Background: an optimization exercise with open tools, aiming at small area, a short achievable clock period and few clock cycles. Do not read the settings as production practice.
Only simulation tests tie the RTL to the original design; equivalence was not proved.
Power and IR drop assume default switching activity.

$ cat design/flow/design.v
module LMFE ( clk, reset, Din, in_en, busy, out_valid, Dout, mem_cen, mem_wen, mem_addr, mem_d, mem_q);
input   clk;
input   reset;
input   in_en;
output  busy;
output  out_valid;
input   [7:0]  Din;
output  [7:0]  Dout;
output  mem_cen;
output  mem_wen;
output  [9:0]  mem_addr;
output  [7:0]  mem_d;
input   [7:0]  mem_q;
localparam S_PRE = 2'd0, S_RUN = 2'd1, S_FIN = 2'd2;
reg  [1:0]  state;
reg  [14:0] ldpos;       
reg  [2:0]  k;           
reg         busy_r, outv_r, cen_r, wen_r;
reg  [9:0]  addr_r;
reg  [7:0]  din_r, dout_r;
reg         seldin_r;
assign busy      = busy_r;
assign out_valid = outv_r;
assign Dout      = dout_r;
assign mem_cen   = cen_r;
assign mem_wen   = wen_r;
assign mem_addr  = addr_r;
assign mem_d     = din_r;
wire [7:0] row6  = ldpos[14:7];
wire [6:0] ldcol = ldpos[6:0];
wire run = (state == S_RUN);
wire pre = (state == S_PRE);
wire [8:0] rr = {1'b0, row6} + {6'b0, k} - 9'd7;
wire rr_ok = ~rr[8] & ~rr[7];
  reg [7:0] P0;
  reg [7:0] P1;
  reg [7:0] P2;
  reg [7:0] P3;
  reg [7:0] P4;
  reg [7:0] P5;
  reg [7:0] P6;
  reg [7:0] P7;
  reg [7:0] P8;
  reg [7:0] P9;
  reg [7:0] P10;
  reg [7:0] P11;
  reg [7:0] P12;
  reg [7:0] P13;
  reg [7:0] P14;
  reg [7:0] P15;
  reg [7:0] P16;
  reg [7:0] P17;
  reg [7:0] P18;
  reg [7:0] P19;
  reg [7:0] P20;
  reg [7:0] P21;
  reg [7:0] P22;
  reg [7:0] P23;
  reg [7:0] P24;
  reg [7:0] P25;
  reg [7:0] P26;
  reg [7:0] P27;
  reg [7:0] P28;
  reg [7:0] P29;
  reg [7:0] P30;
  reg [7:0] P31;
  reg [7:0] P32;
  reg [7:0] P33;
  reg [7:0] P34;
  reg [7:0] P35;
  reg [7:0] P36;
  reg [7:0] P37;
  reg [7:0] P38;
  reg [7:0] P39;
  reg [7:0] P40;
  reg [7:0] P41;
  reg [7:0] P42;
  reg [7:0] P43;
  reg [7:0] P44;
  reg [7:0] P45;
  reg [7:0] P46;
  reg [7:0] P47;
  reg [7:0] P48;
  reg [7:0] P49;
  reg [7:0] P50;
  reg [7:0] P51;
  reg [7:0] P52;
  reg [7:0] P53;
  reg [7:0] P54;
  reg [7:0] P55;
  reg [7:0] P56;
  reg [7:0] P57;
  reg [7:0] P58;
  reg [7:0] P59;
  reg [7:0] P60;
  reg [7:0] P61;
  reg [7:0] P62;
  reg [7:0] P63;
  reg [7:0] P64;
  reg [7:0] P65;
  reg [7:0] P66;
  reg [7:0] P67;
  reg [7:0] P68;
  reg [7:0] P69;
  reg [7:0] P70;
  reg [7:0] P71;
wire [7:0] bus = seldin_r ? (in_en ? Din : 8'd0) : (cen_r ? 8'd0 : mem_q);
wire [2:0] rot = 3'd0 - {ldpos[0], k[2:1]};
wire [15:0] bus2 = {bus, bus};
wire [7:0] bus_rot = bus2[rot +: 8];
always @(posedge clk) begin
    P0 <= bus_rot;
    P1 <= P0;
    P2 <= P1;
    P3 <= P2;
    P4 <= P3;
    P5 <= P4;
    P6 <= P5;
    P7 <= P6;
    P8 <= P7;
    P9 <= P8;
    P10 <= P9;
    P11 <= P10;
    P12 <= P11;
    P13 <= P12;
    P14 <= P13;
    P15 <= P14;
    P16 <= P15;
    P17 <= P16;
    P18 <= P17;
    P19 <= P18;
    P20 <= P19;
    P21 <= P20;
    P22 <= P21;
    P23 <= P22;
    P24 <= P23;
    P25 <= P24;
    P26 <= P25;
    P27 <= P26;
    P28 <= P27;
    P29 <= P28;
    P30 <= P29;
    P31 <= P30;
    P32 <= P31;
    P33 <= P32;
    P34 <= P33;
    P35 <= P34;
    P36 <= P35;
    P37 <= P36;
    P38 <= P37;
    P39 <= P38;
    P40 <= P39;
    P41 <= P40;
    P42 <= P41;
    P43 <= P42;
    P44 <= P43;
    P45 <= P44;
    P46 <= P45;
    P47 <= P46;
    P48 <= P47;
    P49 <= P48;
    P50 <= P49;
    P51 <= P50;
    P52 <= P51;
    P53 <= P52;
    P54 <= P53;
    P55 <= P54;
    P56 <= P55;
    P57 <= P56;
    P58 <= P57;
    P59 <= P58;
    P60 <= P59;
    P61 <= P60;
    P62 <= P61;
    P63 <= P62;
    P64 <= P63;
    P65 <= P64;
    P66 <= P65;
    P67 <= P66;
    P68 <= P67;
    P69 <= P68;
    P70 <= P69;
    P71 <= P70;
end
wire par = k[0];
wire [70:0] tap;
  assign tap[0] = par ? P0[3] : P0[6];
  assign tap[1] = par ? P1[2] : P1[6];
  assign tap[2] = par ? P2[2] : P2[5];
  assign tap[3] = par ? P3[1] : P3[5];
  assign tap[4] = par ? P4[1] : P4[4];
  assign tap[5] = par ? P5[0] : P5[4];
  assign tap[6] = par ? P6[0] : P6[3];
  assign tap[7] = par ? P7[7] : P7[3];
  assign tap[8] = par ? P8[7] : P8[2];
  assign tap[9] = par ? P9[6] : P9[2];
  assign tap[10] = par ? P10[6] : P10[1];
  assign tap[11] = par ? P11[5] : P11[1];
  assign tap[12] = par ? P12[5] : P12[0];
  assign tap[13] = par ? P13[4] : P13[0];
  assign tap[14] = par ? P14[4] : P14[7];
  assign tap[15] = par ? P15[3] : P15[7];
  assign tap[16] = par ? P16[3] : P16[6];
  assign tap[17] = par ? P17[2] : P17[6];
  assign tap[18] = par ? P18[2] : P18[5];
  assign tap[19] = par ? P19[1] : P19[5];
  assign tap[20] = par ? P20[1] : P20[4];
  assign tap[21] = par ? P21[0] : P21[4];
  assign tap[22] = par ? P22[0] : P22[3];
  assign tap[23] = par ? P23[7] : P23[3];
  assign tap[24] = par ? P24[7] : P24[2];
  assign tap[25] = par ? P25[6] : P25[2];
  assign tap[26] = par ? P26[6] : P26[1];
  assign tap[27] = par ? P27[5] : P27[1];
  assign tap[28] = par ? P28[5] : P28[0];
  assign tap[29] = par ? P29[4] : P29[0];
  assign tap[30] = par ? P30[4] : P30[7];
  assign tap[31] = par ? P31[3] : P31[7];
  assign tap[32] = par ? P32[3] : P32[6];
  assign tap[33] = par ? P33[2] : P33[6];
  assign tap[34] = par ? P34[2] : P34[5];
  assign tap[35] = par ? P35[1] : P35[5];
  assign tap[36] = par ? P36[1] : P36[4];
  assign tap[37] = par ? P37[0] : P37[4];
  assign tap[38] = par ? P38[0] : P38[3];
  assign tap[39] = par ? P39[7] : P39[3];
  assign tap[40] = par ? P40[7] : P40[2];
  assign tap[41] = par ? P41[6] : P41[2];
  assign tap[42] = par ? P42[6] : P42[1];
  assign tap[43] = par ? P43[5] : P43[1];
  assign tap[44] = par ? P44[5] : P44[0];
  assign tap[45] = par ? P45[4] : P45[0];
  assign tap[46] = par ? P46[4] : P46[7];
  assign tap[47] = par ? P47[3] : P47[7];
  assign tap[48] = par ? P48[3] : P48[6];
  assign tap[49] = par ? P49[2] : P49[6];
  assign tap[50] = par ? P50[2] : P50[5];
  assign tap[51] = par ? P51[1] : P51[5];
  assign tap[52] = par ? P52[1] : P52[4];
  assign tap[53] = par ? P53[0] : P53[4];
  assign tap[54] = par ? P54[0] : P54[3];
  assign tap[55] = par ? P55[7] : P55[3];
  assign tap[56] = par ? P56[7] : P56[2];
  assign tap[57] = par ? P57[6] : P57[2];
  assign tap[58] = par ? P58[6] : P58[1];
  assign tap[59] = par ? P59[5] : P59[1];
  assign tap[60] = par ? P60[5] : P60[0];
  assign tap[61] = par ? P61[4] : P61[0];
  assign tap[62] = par ? P62[4] : P62[7];
  assign tap[63] = par ? P63[3] : P63[7];
  assign tap[64] = par ? P64[3] : P64[6];
  assign tap[65] = par ? P65[2] : P65[6];
  assign tap[66] = par ? P66[2] : P66[5];
  assign tap[67] = par ? P67[1] : P67[5];
  assign tap[68] = par ? P68[1] : P68[4];
  assign tap[69] = par ? P69[0] : P69[4];
  assign tap[70] = par ? P70[0] : P70[3];
reg  [71:0] F1, F2;
wire [71:0] tap2;      
  assign tap2[0] = 1'b0;
  assign tap2[1] = par ? P1[6] : P1[3];
  assign tap2[2] = par ? P2[6] : P2[2];
  assign tap2[3] = par ? P3[5] : P3[2];
  assign tap2[4] = par ? P4[5] : P4[1];
  assign tap2[5] = par ? P5[4] : P5[1];
  assign tap2[6] = par ? P6[4] : P6[0];
  assign tap2[7] = par ? P7[3] : P7[0];
  assign tap2[8] = par ? P8[3] : P8[7];
  assign tap2[9] = par ? P9[2] : P9[7];
  assign tap2[10] = par ? P10[2] : P10[6];
  assign tap2[11] = par ? P11[1] : P11[6];
  assign tap2[12] = par ? P12[1] : P12[5];
  assign tap2[13] = par ? P13[0] : P13[5];
  assign tap2[14] = par ? P14[0] : P14[4];
  assign tap2[15] = par ? P15[7] : P15[4];
  assign tap2[16] = par ? P16[7] : P16[3];
  assign tap2[17] = par ? P17[6] : P17[3];
  assign tap2[18] = par ? P18[6] : P18[2];
  assign tap2[19] = par ? P19[5] : P19[2];
  assign tap2[20] = par ? P20[5] : P20[1];
  assign tap2[21] = par ? P21[4] : P21[1];
  assign tap2[22] = par ? P22[4] : P22[0];
  assign tap2[23] = par ? P23[3] : P23[0];
  assign tap2[24] = par ? P24[3] : P24[7];
  assign tap2[25] = par ? P25[2] : P25[7];
  assign tap2[26] = par ? P26[2] : P26[6];
  assign tap2[27] = par ? P27[1] : P27[6];
  assign tap2[28] = par ? P28[1] : P28[5];
  assign tap2[29] = par ? P29[0] : P29[5];
  assign tap2[30] = par ? P30[0] : P30[4];
  assign tap2[31] = par ? P31[7] : P31[4];
  assign tap2[32] = par ? P32[7] : P32[3];
  assign tap2[33] = par ? P33[6] : P33[3];
  assign tap2[34] = par ? P34[6] : P34[2];
  assign tap2[35] = par ? P35[5] : P35[2];
  assign tap2[36] = par ? P36[5] : P36[1];
  assign tap2[37] = par ? P37[4] : P37[1];
  assign tap2[38] = par ? P38[4] : P38[0];
  assign tap2[39] = par ? P39[3] : P39[0];
  assign tap2[40] = par ? P40[3] : P40[7];
  assign tap2[41] = par ? P41[2] : P41[7];
  assign tap2[42] = par ? P42[2] : P42[6];
  assign tap2[43] = par ? P43[1] : P43[6];
  assign tap2[44] = par ? P44[1] : P44[5];
  assign tap2[45] = par ? P45[0] : P45[5];
  assign tap2[46] = par ? P46[0] : P46[4];
  assign tap2[47] = par ? P47[7] : P47[4];
  assign tap2[48] = par ? P48[7] : P48[3];
  assign tap2[49] = par ? P49[6] : P49[3];
  assign tap2[50] = par ? P50[6] : P50[2];
  assign tap2[51] = par ? P51[5] : P51[2];
  assign tap2[52] = par ? P52[5] : P52[1];
  assign tap2[53] = par ? P53[4] : P53[1];
  assign tap2[54] = par ? P54[4] : P54[0];
  assign tap2[55] = par ? P55[3] : P55[0];
  assign tap2[56] = par ? P56[3] : P56[7];
  assign tap2[57] = par ? P57[2] : P57[7];
  assign tap2[58] = par ? P58[2] : P58[6];
  assign tap2[59] = par ? P59[1] : P59[6];
  assign tap2[60] = par ? P60[1] : P60[5];
  assign tap2[61] = par ? P61[0] : P61[5];
  assign tap2[62] = par ? P62[0] : P62[4];
  assign tap2[63] = par ? P63[7] : P63[4];
  assign tap2[64] = par ? P64[7] : P64[3];
  assign tap2[65] = par ? P65[6] : P65[3];
  assign tap2[66] = par ? P66[6] : P66[2];
  assign tap2[67] = par ? P67[5] : P67[2];
  assign tap2[68] = par ? P68[5] : P68[1];
  assign tap2[69] = par ? P69[4] : P69[1];
  assign tap2[70] = par ? P70[4] : P70[0];
  assign tap2[71] = par ? P71[3] : P71[0];
reg  [5:0]  M1, M2;
reg  [6:0]  R1, R2;
wire [70:0] xc = F1[70:0] & ~tap;
wire [6:0]  y;
wire [5:0]  m2 = M2;
  wire ca1;
  wire ca2;
  assign ca1 = xc[0] ^ xc[1] ^ xc[2];
  assign ca2 = (xc[0] & xc[1]) | (xc[0] & xc[2]) | (xc[1] & xc[2]);
  wire ca3;
  wire ca4;
  assign ca3 = xc[3] ^ xc[4] ^ xc[5];
  assign ca4 = (xc[3] & xc[4]) | (xc[3] & xc[5]) | (xc[4] & xc[5]);
  wire ca5;
  wire ca6;
  assign ca5 = xc[6] ^ xc[7] ^ xc[8];
  assign ca6 = (xc[6] & xc[7]) | (xc[6] & xc[8]) | (xc[7] & xc[8]);
  wire ca7;
  wire ca8;
  assign ca7 = xc[9] ^ xc[10] ^ xc[11];
  assign ca8 = (xc[9] & xc[10]) | (xc[9] & xc[11]) | (xc[10] & xc[11]);
  wire ca9;
  wire ca10;
  assign ca9 = xc[12] ^ xc[13] ^ xc[14];
  assign ca10 = (xc[12] & xc[13]) | (xc[12] & xc[14]) | (xc[13] & xc[14]);
  wire ca11;
  wire ca12;
  assign ca11 = xc[15] ^ xc[16] ^ xc[17];
  assign ca12 = (xc[15] & xc[16]) | (xc[15] & xc[17]) | (xc[16] & xc[17]);
  wire ca13;
  wire ca14;
  assign ca13 = xc[18] ^ xc[19] ^ xc[20];
  assign ca14 = (xc[18] & xc[19]) | (xc[18] & xc[20]) | (xc[19] & xc[20]);
  wire ca15;
  wire ca16;
  assign ca15 = xc[21] ^ xc[22] ^ xc[23];
  assign ca16 = (xc[21] & xc[22]) | (xc[21] & xc[23]) | (xc[22] & xc[23]);
  wire ca17;
  wire ca18;
  assign ca17 = xc[24] ^ xc[25] ^ xc[26];
  assign ca18 = (xc[24] & xc[25]) | (xc[24] & xc[26]) | (xc[25] & xc[26]);
  wire ca19;
  wire ca20;
  assign ca19 = xc[27] ^ xc[28] ^ xc[29];
  assign ca20 = (xc[27] & xc[28]) | (xc[27] & xc[29]) | (xc[28] & xc[29]);
  wire ca21;
  wire ca22;
  assign ca21 = xc[30] ^ xc[31] ^ xc[32];
  assign ca22 = (xc[30] & xc[31]) | (xc[30] & xc[32]) | (xc[31] & xc[32]);
  wire ca23;
  wire ca24;
  assign ca23 = xc[33] ^ xc[34] ^ xc[35];
  assign ca24 = (xc[33] & xc[34]) | (xc[33] & xc[35]) | (xc[34] & xc[35]);
  wire ca25;
  wire ca26;
  assign ca25 = xc[36] ^ xc[37] ^ xc[38];
  assign ca26 = (xc[36] & xc[37]) | (xc[36] & xc[38]) | (xc[37] & xc[38]);
  wire ca27;
  wire ca28;
  assign ca27 = xc[39] ^ xc[40] ^ xc[41];
  assign ca28 = (xc[39] & xc[40]) | (xc[39] & xc[41]) | (xc[40] & xc[41]);
  wire ca29;
  wire ca30;
  assign ca29 = xc[42] ^ xc[43] ^ xc[44];
  assign ca30 = (xc[42] & xc[43]) | (xc[42] & xc[44]) | (xc[43] & xc[44]);
  wire ca31;
  wire ca32;
  assign ca31 = xc[45] ^ xc[46] ^ xc[47];
  assign ca32 = (xc[45] & xc[46]) | (xc[45] & xc[47]) | (xc[46] & xc[47]);
  wire ca33;
  wire ca34;
  assign ca33 = xc[48] ^ xc[49] ^ xc[50];
  assign ca34 = (xc[48] & xc[49]) | (xc[48] & xc[50]) | (xc[49] & xc[50]);
  wire ca35;
  wire ca36;
  assign ca35 = xc[51] ^ xc[52] ^ xc[53];
  assign ca36 = (xc[51] & xc[52]) | (xc[51] & xc[53]) | (xc[52] & xc[53]);
  wire ca37;
  wire ca38;
  assign ca37 = xc[54] ^ xc[55] ^ xc[56];
  assign ca38 = (xc[54] & xc[55]) | (xc[54] & xc[56]) | (xc[55] & xc[56]);
  wire ca39;
  wire ca40;
  assign ca39 = xc[57] ^ xc[58] ^ xc[59];
  assign ca40 = (xc[57] & xc[58]) | (xc[57] & xc[59]) | (xc[58] & xc[59]);
  wire ca41;
  wire ca42;
  assign ca41 = xc[60] ^ xc[61] ^ xc[62];
  assign ca42 = (xc[60] & xc[61]) | (xc[60] & xc[62]) | (xc[61] & xc[62]);
  wire ca43;
  wire ca44;
  assign ca43 = xc[63] ^ xc[64] ^ xc[65];
  assign ca44 = (xc[63] & xc[64]) | (xc[63] & xc[65]) | (xc[64] & xc[65]);
  wire ca45;
  wire ca46;
  assign ca45 = xc[66] ^ xc[67] ^ xc[68];
  assign ca46 = (xc[66] & xc[67]) | (xc[66] & xc[68]) | (xc[67] & xc[68]);
  wire ca47;
  wire ca48;
  assign ca47 = xc[69] ^ xc[70];
  assign ca48 = xc[69] & xc[70];
  wire ca49;
  wire ca50;
  assign ca49 = ca1 ^ ca3 ^ ca5;
  assign ca50 = (ca1 & ca3) | (ca1 & ca5) | (ca3 & ca5);
  wire ca51;
  wire ca52;
  assign ca51 = ca7 ^ ca9 ^ ca11;
  assign ca52 = (ca7 & ca9) | (ca7 & ca11) | (ca9 & ca11);
  wire ca53;
  wire ca54;
  assign ca53 = ca13 ^ ca15 ^ ca17;
  assign ca54 = (ca13 & ca15) | (ca13 & ca17) | (ca15 & ca17);
  wire ca55;
  wire ca56;
  assign ca55 = ca19 ^ ca21 ^ ca23;
  assign ca56 = (ca19 & ca21) | (ca19 & ca23) | (ca21 & ca23);
  wire ca57;
  wire ca58;
  assign ca57 = ca25 ^ ca27 ^ ca29;
  assign ca58 = (ca25 & ca27) | (ca25 & ca29) | (ca27 & ca29);
  wire ca59;
  wire ca60;
  assign ca59 = ca31 ^ ca33 ^ ca35;
  assign ca60 = (ca31 & ca33) | (ca31 & ca35) | (ca33 & ca35);
  wire ca61;
  wire ca62;
  assign ca61 = ca37 ^ ca39 ^ ca41;
  assign ca62 = (ca37 & ca39) | (ca37 & ca41) | (ca39 & ca41);
  wire ca63;
  wire ca64;
  assign ca63 = ca43 ^ ca45 ^ ca47;
  assign ca64 = (ca43 & ca45) | (ca43 & ca47) | (ca45 & ca47);
  wire ca65;
  wire ca66;
  assign ca65 = ca2 ^ ca4 ^ ca6;
  assign ca66 = (ca2 & ca4) | (ca2 & ca6) | (ca4 & ca6);
  wire ca67;
  wire ca68;
  assign ca67 = ca8 ^ ca10 ^ ca12;
  assign ca68 = (ca8 & ca10) | (ca8 & ca12) | (ca10 & ca12);
  wire ca69;
  wire ca70;
  assign ca69 = ca14 ^ ca16 ^ ca18;
  assign ca70 = (ca14 & ca16) | (ca14 & ca18) | (ca16 & ca18);
  wire ca71;
  wire ca72;
  assign ca71 = ca20 ^ ca22 ^ ca24;
  assign ca72 = (ca20 & ca22) | (ca20 & ca24) | (ca22 & ca24);
  wire ca73;
  wire ca74;
  assign ca73 = ca26 ^ ca28 ^ ca30;
  assign ca74 = (ca26 & ca28) | (ca26 & ca30) | (ca28 & ca30);
  wire ca75;
  wire ca76;
  assign ca75 = ca32 ^ ca34 ^ ca36;
  assign ca76 = (ca32 & ca34) | (ca32 & ca36) | (ca34 & ca36);
  wire ca77;
  wire ca78;
  assign ca77 = ca38 ^ ca40 ^ ca42;
  assign ca78 = (ca38 & ca40) | (ca38 & ca42) | (ca40 & ca42);
  wire ca79;
  wire ca80;
  assign ca79 = ca44 ^ ca46 ^ ca48;
  assign ca80 = (ca44 & ca46) | (ca44 & ca48) | (ca46 & ca48);
  wire ca81;
  wire ca82;
  assign ca81 = ca49 ^ ca51 ^ ca53;
  assign ca82 = (ca49 & ca51) | (ca49 & ca53) | (ca51 & ca53);
  wire ca83;
  wire ca84;
  assign ca83 = ca55 ^ ca57 ^ ca59;
  assign ca84 = (ca55 & ca57) | (ca55 & ca59) | (ca57 & ca59);
  wire ca85;
  wire ca86;
  assign ca85 = ca61 ^ ca63;
  assign ca86 = ca61 & ca63;
  wire ca87;
  wire ca88;
  assign ca87 = ca50 ^ ca52 ^ ca54;
  assign ca88 = (ca50 & ca52) | (ca50 & ca54) | (ca52 & ca54);
  wire ca89;
  wire ca90;
  assign ca89 = ca56 ^ ca58 ^ ca60;
  assign ca90 = (ca56 & ca58) | (ca56 & ca60) | (ca58 & ca60);
  wire ca91;
  wire ca92;
  assign ca91 = ca62 ^ ca64 ^ ca65;
  assign ca92 = (ca62 & ca64) | (ca62 & ca65) | (ca64 & ca65);
  wire ca93;
  wire ca94;
  assign ca93 = ca67 ^ ca69 ^ ca71;
  assign ca94 = (ca67 & ca69) | (ca67 & ca71) | (ca69 & ca71);
  wire ca95;
  wire ca96;
  assign ca95 = ca73 ^ ca75 ^ ca77;
  assign ca96 = (ca73 & ca75) | (ca73 & ca77) | (ca75 & ca77);
  wire ca97;
  wire ca98;
  assign ca97 = ca66 ^ ca68 ^ ca70;
  assign ca98 = (ca66 & ca68) | (ca66 & ca70) | (ca68 & ca70);
  wire ca99;
  wire ca100;
  assign ca99 = ca72 ^ ca74 ^ ca76;
  assign ca100 = (ca72 & ca74) | (ca72 & ca76) | (ca74 & ca76);
  wire ca101;
  wire ca102;
  assign ca101 = ca78 ^ ca80;
  assign ca102 = ca78 & ca80;
  wire ca103;
  wire ca104;
  assign ca103 = ca81 ^ ca83 ^ ca85;
  assign ca104 = (ca81 & ca83) | (ca81 & ca85) | (ca83 & ca85);
  wire ca105;
  wire ca106;
  assign ca105 = ca82 ^ ca84 ^ ca86;
  assign ca106 = (ca82 & ca84) | (ca82 & ca86) | (ca84 & ca86);
  wire ca107;
  wire ca108;
  assign ca107 = ca87 ^ ca89 ^ ca91;
  assign ca108 = (ca87 & ca89) | (ca87 & ca91) | (ca89 & ca91);
  wire ca109;
  wire ca110;
  assign ca109 = ca93 ^ ca95 ^ ca79;
  assign ca110 = (ca93 & ca95) | (ca93 & ca79) | (ca95 & ca79);
  wire ca111;
  wire ca112;
  assign ca111 = ca88 ^ ca90 ^ ca92;
  assign ca112 = (ca88 & ca90) | (ca88 & ca92) | (ca90 & ca92);
  wire ca113;
  wire ca114;
  assign ca113 = ca94 ^ ca96 ^ ca97;
  assign ca114 = (ca94 & ca96) | (ca94 & ca97) | (ca96 & ca97);
  wire ca115;
  wire ca116;
  assign ca115 = ca99 ^ ca101;
  assign ca116 = ca99 & ca101;
  wire ca117;
  wire ca118;
  assign ca117 = ca98 ^ ca100 ^ ca102;
  assign ca118 = (ca98 & ca100) | (ca98 & ca102) | (ca100 & ca102);
  reg [15:0] pr;
  always @(posedge clk) pr <= {ca118, ca117, ca116, ca114, ca112, ca115, ca113, ca111, ca110, ca108, ca106, ca109, ca107, ca105, ca104, ca103};
  wire cb1;
  wire cb2;
  assign cb1 = pr[1] ^ pr[2] ^ pr[3];
  assign cb2 = (pr[1] & pr[2]) | (pr[1] & pr[3]) | (pr[2] & pr[3]);
  wire cb3;
  wire cb4;
  assign cb3 = pr[4] ^ m2[1];
  assign cb4 = pr[4] & m2[1];
  wire cb5;
  wire cb6;
  assign cb5 = pr[5] ^ pr[6] ^ pr[7];
  assign cb6 = (pr[5] & pr[6]) | (pr[5] & pr[7]) | (pr[6] & pr[7]);
  wire cb7;
  wire cb8;
  assign cb7 = pr[8] ^ pr[9] ^ pr[10];
  assign cb8 = (pr[8] & pr[9]) | (pr[8] & pr[10]) | (pr[9] & pr[10]);
  wire cb9;
  wire cb10;
  assign cb9 = pr[11] ^ pr[12] ^ pr[13];
  assign cb10 = (pr[11] & pr[12]) | (pr[11] & pr[13]) | (pr[12] & pr[13]);
  wire cb11;
  wire cb12;
  assign cb11 = pr[14] ^ m2[3];
  assign cb12 = pr[14] & m2[3];
  wire cb13;
  wire cb14;
  assign cb13 = cb2 ^ cb4 ^ cb5;
  assign cb14 = (cb2 & cb4) | (cb2 & cb5) | (cb4 & cb5);
  wire cb15;
  wire cb16;
  assign cb15 = cb7 ^ m2[2];
  assign cb16 = cb7 & m2[2];
  wire cb17;
  wire cb18;
  assign cb17 = cb6 ^ cb8 ^ cb9;
  assign cb18 = (cb6 & cb8) | (cb6 & cb9) | (cb8 & cb9);
  wire cb19;
  wire cb20;
  assign cb19 = cb10 ^ cb12 ^ pr[15];
  assign cb20 = (cb10 & cb12) | (cb10 & pr[15]) | (cb12 & pr[15]);
  wire cb21;
  wire cb22;
  assign cb21 = cb14 ^ cb16 ^ cb17;
  assign cb22 = (cb14 & cb16) | (cb14 & cb17) | (cb16 & cb17);
  wire cb23;
  wire cb24;
  assign cb23 = cb18 ^ cb19 ^ m2[4];
  assign cb24 = (cb18 & cb19) | (cb18 & m2[4]) | (cb19 & m2[4]);
  wire cb25;
  wire cb26;
  assign cb25 = cb24 ^ cb20 ^ m2[5];
  assign cb26 = (cb24 & cb20) | (cb24 & m2[5]) | (cb20 & m2[5]);
  wire [6:0] ya = {cb26, cb25, cb22, cb21, cb13, cb1, pr[0]};
  wire [6:0] yb = {1'b0, 1'b0, cb23, cb11, cb15, cb3, m2[0]};
  assign y = ya + yb;
wire d = ~y[6];
wire [71:0] Fu = F2 & ~(tap2 ^ {72{d}});
wire loadA = run & ldpos[0] & (k == 3'd7);    
wire loadB = run & ldpos[0] & (k == 3'd0);    
wire [6:0] fcn = ldcol - (loadA ? 7'd3 : 7'd4);   
reg  [6:0] colact;
reg  [4:0] k0;
always @(*) begin
  case (fcn)
    7'd0:   begin colact = 7'b0001111; k0 = 5'd4;  end
    7'd1:   begin colact = 7'b0011111; k0 = 5'd11; end
    7'd2:   begin colact = 7'b0111111; k0 = 5'd18; end
    7'd125: begin colact = 7'b1111110; k0 = 5'd18; end
    7'd126: begin colact = 7'b1111100; k0 = 5'd11; end
    7'd127: begin colact = 7'b1111000; k0 = 5'd4;  end
    default: begin colact = 7'b1111111; k0 = 5'd25; end
  endcase
end
wire [55:0] act;
  assign act[0] = colact[0];
  assign act[1] = colact[0];
  assign act[2] = colact[0];
  assign act[3] = colact[0];
  assign act[4] = colact[0];
  assign act[5] = colact[0];
  assign act[6] = 1'b0;
  assign act[7] = colact[0];
  assign act[8] = colact[1];
  assign act[9] = colact[1];
  assign act[10] = colact[1];
  assign act[11] = colact[1];
  assign act[12] = colact[1];
  assign act[13] = colact[1];
  assign act[14] = 1'b0;
  assign act[15] = colact[1];
  assign act[16] = colact[2];
  assign act[17] = colact[2];
  assign act[18] = colact[2];
  assign act[19] = colact[2];
  assign act[20] = colact[2];
  assign act[21] = colact[2];
  assign act[22] = 1'b0;
  assign act[23] = colact[2];
  assign act[24] = colact[3];
  assign act[25] = colact[3];
  assign act[26] = colact[3];
  assign act[27] = colact[3];
  assign act[28] = colact[3];
  assign act[29] = colact[3];
  assign act[30] = 1'b0;
  assign act[31] = colact[3];
  assign act[32] = colact[4];
  assign act[33] = colact[4];
  assign act[34] = colact[4];
  assign act[35] = colact[4];
  assign act[36] = colact[4];
  assign act[37] = colact[4];
  assign act[38] = 1'b0;
  assign act[39] = colact[4];
  assign act[40] = colact[5];
  assign act[41] = colact[5];
  assign act[42] = colact[5];
  assign act[43] = colact[5];
  assign act[44] = colact[5];
  assign act[45] = colact[5];
  assign act[46] = 1'b0;
  assign act[47] = colact[5];
  assign act[48] = colact[6];
  assign act[49] = colact[6];
  assign act[50] = colact[6];
  assign act[51] = colact[6];
  assign act[52] = colact[6];
  assign act[53] = colact[6];
  assign act[54] = 1'b0;
  assign act[55] = colact[6];
always @(posedge clk) begin
  F2 <= {F1[70:0], 1'b0};
  M2 <= M1;
  R2 <= R1;
  R1 <= {R2[5:0], d};
  if (loadA) begin
    F1 <= {16'b0, act};
    M1 <= 6'd0 - {1'b0, k0};
  end else if (loadB) begin
    F1 <= {15'b0, act, 1'b0};
    M1 <= 6'd0 - {1'b0, k0};
  end else begin
    F1 <= {Fu[70:0], 1'b0};
    M1 <= d ? y[5:0] : M2;
  end
  if (loadA | loadB) dout_r <= {R2, d};
end
always @(posedge clk or posedge reset) begin
  if (reset) begin
    state    <= S_PRE;
    ldpos    <= 15'd0;
    k        <= 3'd0;
    busy_r   <= 1'b0;
    outv_r   <= 1'b0;
    cen_r    <= 1'b1;
    wen_r    <= 1'b1;
    seldin_r <= 1'b0;
  end else begin
    outv_r   <= 1'b0;
    seldin_r <= 1'b0;
    case (state)
      S_PRE: begin
        busy_r <= 1'b0;
        cen_r  <= ~in_en;
        wen_r  <= 1'b0;
        if (in_en) begin
          ldpos <= ldpos + 15'd1;
          if (ldpos == 15'd383) begin
            state    <= S_RUN;
            k        <= 3'd0;
            seldin_r <= 1'b1;
          end
        end
      end
      S_RUN: begin
        k <= k + 3'd1;
        busy_r <= ~((k == 3'd7) && (ldpos < 15'd16383));
        if (loadB) begin
          outv_r <= (ldpos >= 15'd390);
          if (ldpos == 15'd16773) state <= S_FIN;
        end
        seldin_r <= (k == 3'd7);
        if (k == 3'd0) begin
          cen_r <= ~in_en;
          wen_r <= 1'b0;
        end else if (k == 3'd7) begin
          cen_r <= 1'b1;
          wen_r <= 1'b1;
        end else begin
          cen_r <= ~rr_ok;
          wen_r <= 1'b1;
        end
        if (k == 3'd7) begin
          outv_r <= ldpos[0] && (ldpos >= 15'd389);
          ldpos  <= ldpos + 15'd1;
        end
      end
      default: begin
        busy_r <= 1'b1;
        cen_r  <= 1'b1;
        wen_r  <= 1'b1;
      end
    endcase
  end
end
always @(posedge clk) begin
  if ((pre || (run && k == 3'd0)) && in_en) begin
    din_r  <= Din;
    addr_r <= ldpos[9:0];
  end else if (run) begin
    addr_r <= {rr[2:0], ldcol};
  end
end
endmodule
$ cat design/flow/constraint.sdc
create_clock -name core_clock -period 6.0 [get_ports {clk}]
set_input_delay 1.2000 -clock core_clock [delete_from_list [all_inputs] [get_ports {clk}]]
set_output_delay 1.2000 -clock core_clock [all_outputs]
set_load 0.01 [all_outputs]
$ cat design/flow/run.sh
#!/bin/bash
# synth_recipe.tcl (not shown) runs the flow's synth.tcl, then flattens the netlist and writes it again
# the make line also repeats each setting of config.mk as NAME=value (left out here)
make -C /OpenROAD-flow-scripts/flow DESIGN_CONFIG=/design/flow/config.mk WORK_HOME=/design/flow/orfs CLKGATE_MAP_FILE= SYNTH_SCRIPT=/design/flow/synth_recipe.tcl finish
$ cat design/flow/config.mk
export PLATFORM = sky130hd
export DESIGN_NAME = LMFE
export DESIGN_NICKNAME = LMFE
export VERILOG_FILES = /design/flow/design.v
export SDC_FILE = /design/flow/constraint.sdc
export NUM_CORES = 4
export LEC_CHECK = 0
export CAP_MARGIN = 20
export CORE_MARGIN = 2
export CORE_UTILIZATION = 40
export SETUP_SLACK_MARGIN = 2.5
export SLEW_MARGIN = 20
==> results of run 1 <==
==> stage by stage <==
step / setup WS [ps] / total power (µW) / util (%)
2_1_floorplan: 2240 / 7780 / -
3_3_place_gp: 1640 / 8140 / 42.8
3_5_place_dp: 1470 / 8180 / 42.8
4_1_cts: 2300 / 13200 / 48.8
5_1_grt: 2130 / 13800 / 50.4
6_report: 2280 / 13200 / 50.4
==> worst paths after layout <==
check                      endpoint  slack, ps  cells after the start
max                           F1[6]       2280                     15
min                          P26[1]        320                      0
max reg2reg                   F1[6]       2280                     15
min reg2reg                  P26[1]        320                      0
max in group asynchronous      k[0]       4520                      2
min in group asynchronous  ldpos[6]        990                      2
==> synth_stat cells (3+ instances only) <==
cell type | count | area (µm²)
a211oi_1 | 5 | 37.5
nand2_1 | 62 | 233
and3_1 | 20 | 125
nor3_1 | 4 | 20.0
a21oi_1 | 20 | 100
o21a_1 | 4 | 30.0
inv_1 | 86 | 323
dfrtp_1 | 23 | 576
or3_1 | 4 | 25.0
mux4_2 | 8 | 180
buf_2 | 7 | 35.0
xnor2_1 | 84 | 736
mux2i_1 | 145 | 1450
dfxtp_1 | 733 | 14700
xor2_1 | 8 | 70.1
a31oi_1 | 6 | 37.5
buf_6 | 3 | 33.8
a211o_1 | 3 | 26.3
nor4_1 | 3 | 18.8
fa_1 | 68 | 1360
nor2b_1 | 9 | 56.3
and2_1 | 47 | 294
edfxtp_1 | 26 | 781
o21ai_0 | 23 | 115
nand2b_1 | 5 | 31.3
clkbuf_1 | 32 | 120
o21bai_1 | 3 | 22.5
a31o_2 | 30 | 263
nand4_1 | 5 | 31.3
nor2_1 | 54 | 203
a32o_1 | 4 | 40.0
nand3_1 | 17 | 85.1
ha_1 | 24 | 300
buf_1 | 8 | 30.0
==> state kept, by name (all words and copies together), names as in the netlist, 10 cells and up <==
register,count
F1,71
F2,69
pr,16
ldpos,15
addr_r,10
==> timing repair <==
item	CTS	global route
endpoints found under the hold margin	0	0
pin swaps	30	117
setup endpoints to repair	91	83
gates cloned	15	12
resized for setup	47	91
setup buffers	16	12
==> logic make-up (layout without fill, tap and decap cells) <==
family | count (synthesis) | count (layout) | share of synthesized area [%]
other | 1 | 1 | 0.0164
DFF | 784 | 784 | 70.3
xor gates and xnor gates | 93 | 93 | 3.59
adders and majority gates | 92 | 92 | 7.27
and+or+nand+nor | 241 | 242 | 5.36
AOI/OAI and AO/OA | 117 | 117 | 3.78
buffers and inverters | 137 | 322 | 2.40
muxes | 155 | 155 | 7.25
==> power by group <==
part / total [µW] / leakage [µW] / internal (µW) / switching, µW
combinational: 1070 / 0.00476 / 562 / 513
clock: 4900 / 0.00129 / 2960 / 1940
sequential: 7190 / 0.00661 / 6600 / 593
total: 13200 / 0.0127 / 10100 / 3050
==> final cells by class <==
cell class / count / area (µm²)
clock buffers: 107 / 2240
multi-input cells: 700 / 6940
clock inverters: 24 / 375
repair buffers: 105 / 1540
inverters: 86 / 330
well taps: 756 / 946
flip-flops and latches: 784 / 16100
fillers: 4672 / 28000
==> worst max-delay path, cell delays in order (launching register included) <==
cell and delay (ps):
dfxtp_2 320, fa_1 520, inv_1 50, fa_1 470
inv_1 50, fa_1 440, ha_1 330, o21ai_2 90
a211oi_4 310, xnor2_4 200, buf_6 180, buf_16 160
buf_12 120, xnor2_4 100, a21oi_2 70, a211oi_2 190
==> metal layers <==
metal	track usage (%)	vias up	wire [µm]
li1	-	5607	-
met1	19.3	5714	20000
met2	23.3	226	20300
met3	3.45	108	2160
met4	5.21	0	1540
met5	0	-	0
==> summary.txt, run 1 <==
outcome=complete, no violations; Initial Utilization=40.5%; sequential share of the synthesized area=70.3%; area added between synthesis and finish=24.5%; gr usage total=14.6%; first-pass GRT wire length=66.5 mm; post-layout net count=1862; max_cap viols=0; Synth Area per Inst=14.1 µm²; Routed WL=44.0 mm; critical path data required time=6520 ps; Sink Count=784; Seq cells post-synth=784; critical path fanouts, max=5; Worst Tran Pin Value=954 ps; PwrDens=463 nW/µm²; Max IR drop VDD=0.370 mV; min-delay src=P25[1]; Synth async-reset ratio=3.19%; TritonRoute pass-1 iters=5; synthesized cell area=22900 µm²; Placer Congestion=0.819; clk buf depth=3; Post-synth EDFFs=26; CTS Buf Count=74; final hold viol count=0; Via density=4.55; worst skew pair latency=610 ps; Final Max Slew Viols=0; initial antenna violation count=1; # placed instances=2376; Final setup viols=0; Residual DRC=0; YS warnings=1; Boundary Pins=49; largest net degree at the start of global routing=68; Final period util=62.0%; CP Launch Point=pr[11]; Post-CTS Hold Fix Bufs=0; kind of start point of the critical path=register; final setup TNS=0 ps; routed length per instance=17.2 µm; fin crit period=3720 ps; ANT nets after route=0; clk_skew=21.1 ps; Rel. slew slack=36.2%; Max H-tree Level=3; worst reg2reg path startpoint=pr[11]; vias in the first global route=12000; CTS tree=yes; most frequent cells in the layout=dfxtp_1 (732), mux2i_1 (142), clkbuf_16 (89); Setup crit end kind=register; DIE HEIGHT=243 µm; commonest non-fill, non-tap cell in the layout=dfxtp_1; RSZ-0062 raised after global routing=true; design area=28500 µm²; cells after synthesis=1620; Layout Cells excl Fill=2562; FP Rows=87; Final Hold Slack=316 ps; die area=59100 µm²; share of cells above drive strength 1=18.3%; f_max=0.269 GHz; Root Buffer=clkbuf_16; syn_nets=1731; Die Wd=243 µm; Area after DPL=24200 µm²; core area=56500 µm²; Worst-path clk slew=60 ps; DRT iter0 DRCs=617; type of the worst setup path=register to register; P_leak=0.0127 µW; Top FF cell, synth=dfxtp_1; Post-DP HPWL=24.2 mm; Yosys cell types=62; Worst Path Arrival=4240 ps; diode count=0; number of port buffers=48; grt ovf=0; Hold/Removal Path Class=register to register; routed vias=11700
Testbench counts, summed over its fixed seeds: cycles 1,577,964.
==> run 2, diff against run 1 <==
--- a/design/flow/config.mk
+++ b/design/flow/config.mk
@@ -8,5 +8,4 @@
 export CAP_MARGIN = 20
 export CORE_MARGIN = 2
 export CORE_UTILIZATION = 40
-export SETUP_SLACK_MARGIN = 2.5
 export SLEW_MARGIN = 20
==> run 2 against run 1 <==
Compared with the run above: still clean; worst hold slack worse by 3.3 ps; die area unchanged; sequential share of layout area is 3.7 points higher; first-iteration DRC count is 39% lower; non-clock buffer count down 49; design area fell by 6.2%; count of clock-buffer cells in the layout down 5; cell count decreased by 2.1%; power decreased by 2.7%; highest routed layer unchanged.
==> summary.txt, run 2 <==
outcome=complete, no violations; clk buf depth=3; leading post-synthesis cells by cell area=dfxtp_1 (64%), mux2i_1 (6.3%), fa_1 (6.0%), edfxtp_1 (3.4%), xnor2_1 (3.2%); FP Rows=87; critical path fanouts, max=13; Final Max Slew Viols=0; Sw Ratio=22.7%; Die Wd=243 µm; die area=59100 µm²; CTS Buf Count=72; Yosys cell types=62; Boundary Pins=49; synthesized cell area=22900 µm²; f_max=0.216 GHz; critical path data required time=6470 ps; number of port buffers=48; Post-CTS Hold Fix Bufs=0; syn_nets=1731; Layout Cells excl Fill=2509; Top FF cell, synth=dfxtp_1; cell taking the most area after synthesis=dfxtp_1; final hold viol count=0; DRT iter0 DRCs=374; initial antenna violation count=0; Max IR drop VDD=0.281 mV; core area=56500 µm²; Clock Power Share=37.2%; Synth top area share=64.2%; Flop pwr share=56.1%; routed length per instance=15.0 µm; clk_skew=21.6 ps; Setup crit end kind=register; sw power=2910 µW; CTS tree=yes; vias in the first global route=11700; Worst-path clk slew=60 ps; Synth Area per Inst=14.1 µm²; Seq cells post-synth=784; P_int=9910 µW; # placed instances=2381; ANT nets after route=0; TritonRoute pass-1 iters=4; YS warnings=1; Worst Tran Pin Value=1040 ps; most common cell in the netlist=dfxtp_1; combinational power share=6.7%; DIE HEIGHT=243 µm; Placer Congestion=0.829; fin crit period=4630 ps; Routed WL=37.5 mm; largest registers=F1 (71), F2 (69), pr (16); final setup TNS=0 ps; CTS resizes=0; Via density=4.42; kind of start point of the critical path=register; Final Hold Slack=313 ps; P_leak=0.0118 µW; gr usage total=13.3%; Post-CTS Repair Setup Buffers=0; FF-to-FF setup slack=1370 ps; Final setup viols=0; Hold/Removal Path Class=register to register; largest net degree at the start of global routing=46; RR Endpoint=M1[4]; Residual DRC=0; type of the worst setup path=register to register; CP Launch Point=k[1]; register name with the most flops=F1; most frequent cells in the layout=dfxtp_1 (733), mux2i_1 (145), inv_1 (85); routed vias=11100; area added between synthesis and finish=16.7%; sequential share of the synthesized area=70.3%; Root Buffer=clkbuf_16; PwrDens=480 nW/µm²; Min-Delay Path Depth=0; min-delay src=P21[2]; top cells by instance count after synthesis=dfxtp_1 (733), mux2i_1 (145), inv_1 (86); Worst Hold Path EP=P22[2]; grt ovf=0; Reg2Reg Depth=14; Sink Count=784; cells after synthesis=1620; share of cells above drive strength 1=10.3%; diode count=0; Initial Utilization=40.5%; post-layout net count=1810; first-pass GRT wire length=61.9 mm; worst reg2reg path startpoint=k[1]; RSZ-0062 raised after global routing=false; Largest register FFs=71; Synth async-reset ratio=3.19%; Worst Path Arrival=5100 ps; commonest non-fill, non-tap cell in the layout=dfxtp_1; Post-synth EDFFs=26; Rel. slew slack=30.8%; Post-DP HPWL=25.3 mm; worst skew pair latency=600 ps; Max H-tree Level=3; max_cap viols=0; Final period util=77.1%
## run 2: cell types whose count changed in the layout (fill, tap and decap cells not counted), moves of 5 or more
cell / delta
xnor2_2: -44
buf_6: -8
inv_1: +5
xnor2_4: -7
buf_4: -7
fa_1: +12
clkbuf_16: -13
o21ai_0: +10
o21ai_1: -8
buf_12: -6
fa_2: -12
buf_16: -15
xnor2_1: +51
## run 2: area by class of cell
class / instances / area (µm²)
fill: 4916 / 29800
multi-input combinational: 699 / 6250
tap: 756 / 946
timing repair buffer: 56 / 553
sequential: 784 / 16100
inverter: 86 / 323
clock buffer: 102 / 2130
clock inverter: 26 / 395
## run 2: worst max path at each step
stage,end
after floorplan,pr[0]
after global placement,M1[4]
after detailed placement,M1[4]
after CTS,M1[4]
after global routing,M1[4]
final,M1[4]
## run 2: power groups by stage
| stage | combinational, µW | sequential (µW) | clock [µW] |
|---|---|---|---|
| after floorplan | 729 | 7020 | 0 |
| after global placement | 846 | 7300 | 0 |
| after detailed placement | 854 | 7320 | 0 |
| after CTS | 863 | 7230 | 4910 |
| after global routing | 967 | 7350 | 5110 |
| final | 860 | 7190 | 4770 |
## run 2: logic make-up (layout without fill, tap and decap cells)
logic type	after synthesis	after routing	share of synthesized area, %
other cells	1	1	0.0164
mux	155	155	7.25
buf+inv	137	270	2.40
flops	784	784	70.3
fa+ha+maj	92	92	7.27
compound gates	117	117	3.78
simple gates	241	241	5.36
xor+xnor	93	93	3.59
## run 2: metal layers
metal  track usage [%]  share of wire [%]  vias to the layer above
li1                  -                  -                     5474
met1              17.2                 47                     5368
met2              21.6                 47                      172
met3              3.07                3.8                       77
met4              4.98                2.8                        0
met5                 0                  0                        -
## run 2: worst max-delay path, stage by stage (launching register included)
cell and delay (ps):
dfrtp_1 560, ha_1 290, ha_1 250, and4b_4 210, inv_1 440, ha_1 370
or2_2 330, a211o_1 290, a311oi_2 350, and3_1 410, nor2_1 80, or3_1 320
ha_1 240, a2111oi_4 320, a21oi_2 50
## run 2: stage by stage
step / power (µW) / util (%) / setup slack (ps) / instance area, µm²
5_1_grt: 13400 / 47.2 / 1070 / 26700
3_5_place_dp: 8180 / 42.8 / 1350 / 24200
4_1_cts: 13000 / 47.2 / 1340 / 26700
6_report: 12800 / 47.2 / 1370 / 26700
3_3_place_gp: 8140 / 42.8 / 1450 / 24200
2_1_floorplan: 7750 / - / 1670 / 22900

[afterwards: timing with drivers on the ports]
How much do the figures lean on ideal ports? The routed layouts below were timed once more, with nothing changed but the port constraints.
Step 1 (the two cells are an assumption about what drives the block):
set clk [get_ports {clk}]
set_driving_cell -lib_cell sky130_fd_sc_hd__clkbuf_16 $clk
set_driving_cell -lib_cell sky130_fd_sc_hd__buf_2 [delete_from_list [all_inputs] $clk]
Step 2 moves the port delays by t, midway between the first and last clock arrival at a register: inputs arrive t later, outputs are due t later. That takes back most of the time a late clock gives input paths.
Slacks: ideal / step 1 / step 2; pairs: ideal / step 1.
run	shift t [ns]	setup WS [ns]	worst setup path after step 2	worst register clock-pin slew, ns	cell pins on the clock port's net
run 1	0.659	2.282 / 2.282 / 2.282	register to register	0.07 / 0.07	1
run 2	0.651	1.373 / 1.373 / 1.373	register to register	0.07 / 0.07	1
After both steps setup and hold are still met in every run listed.
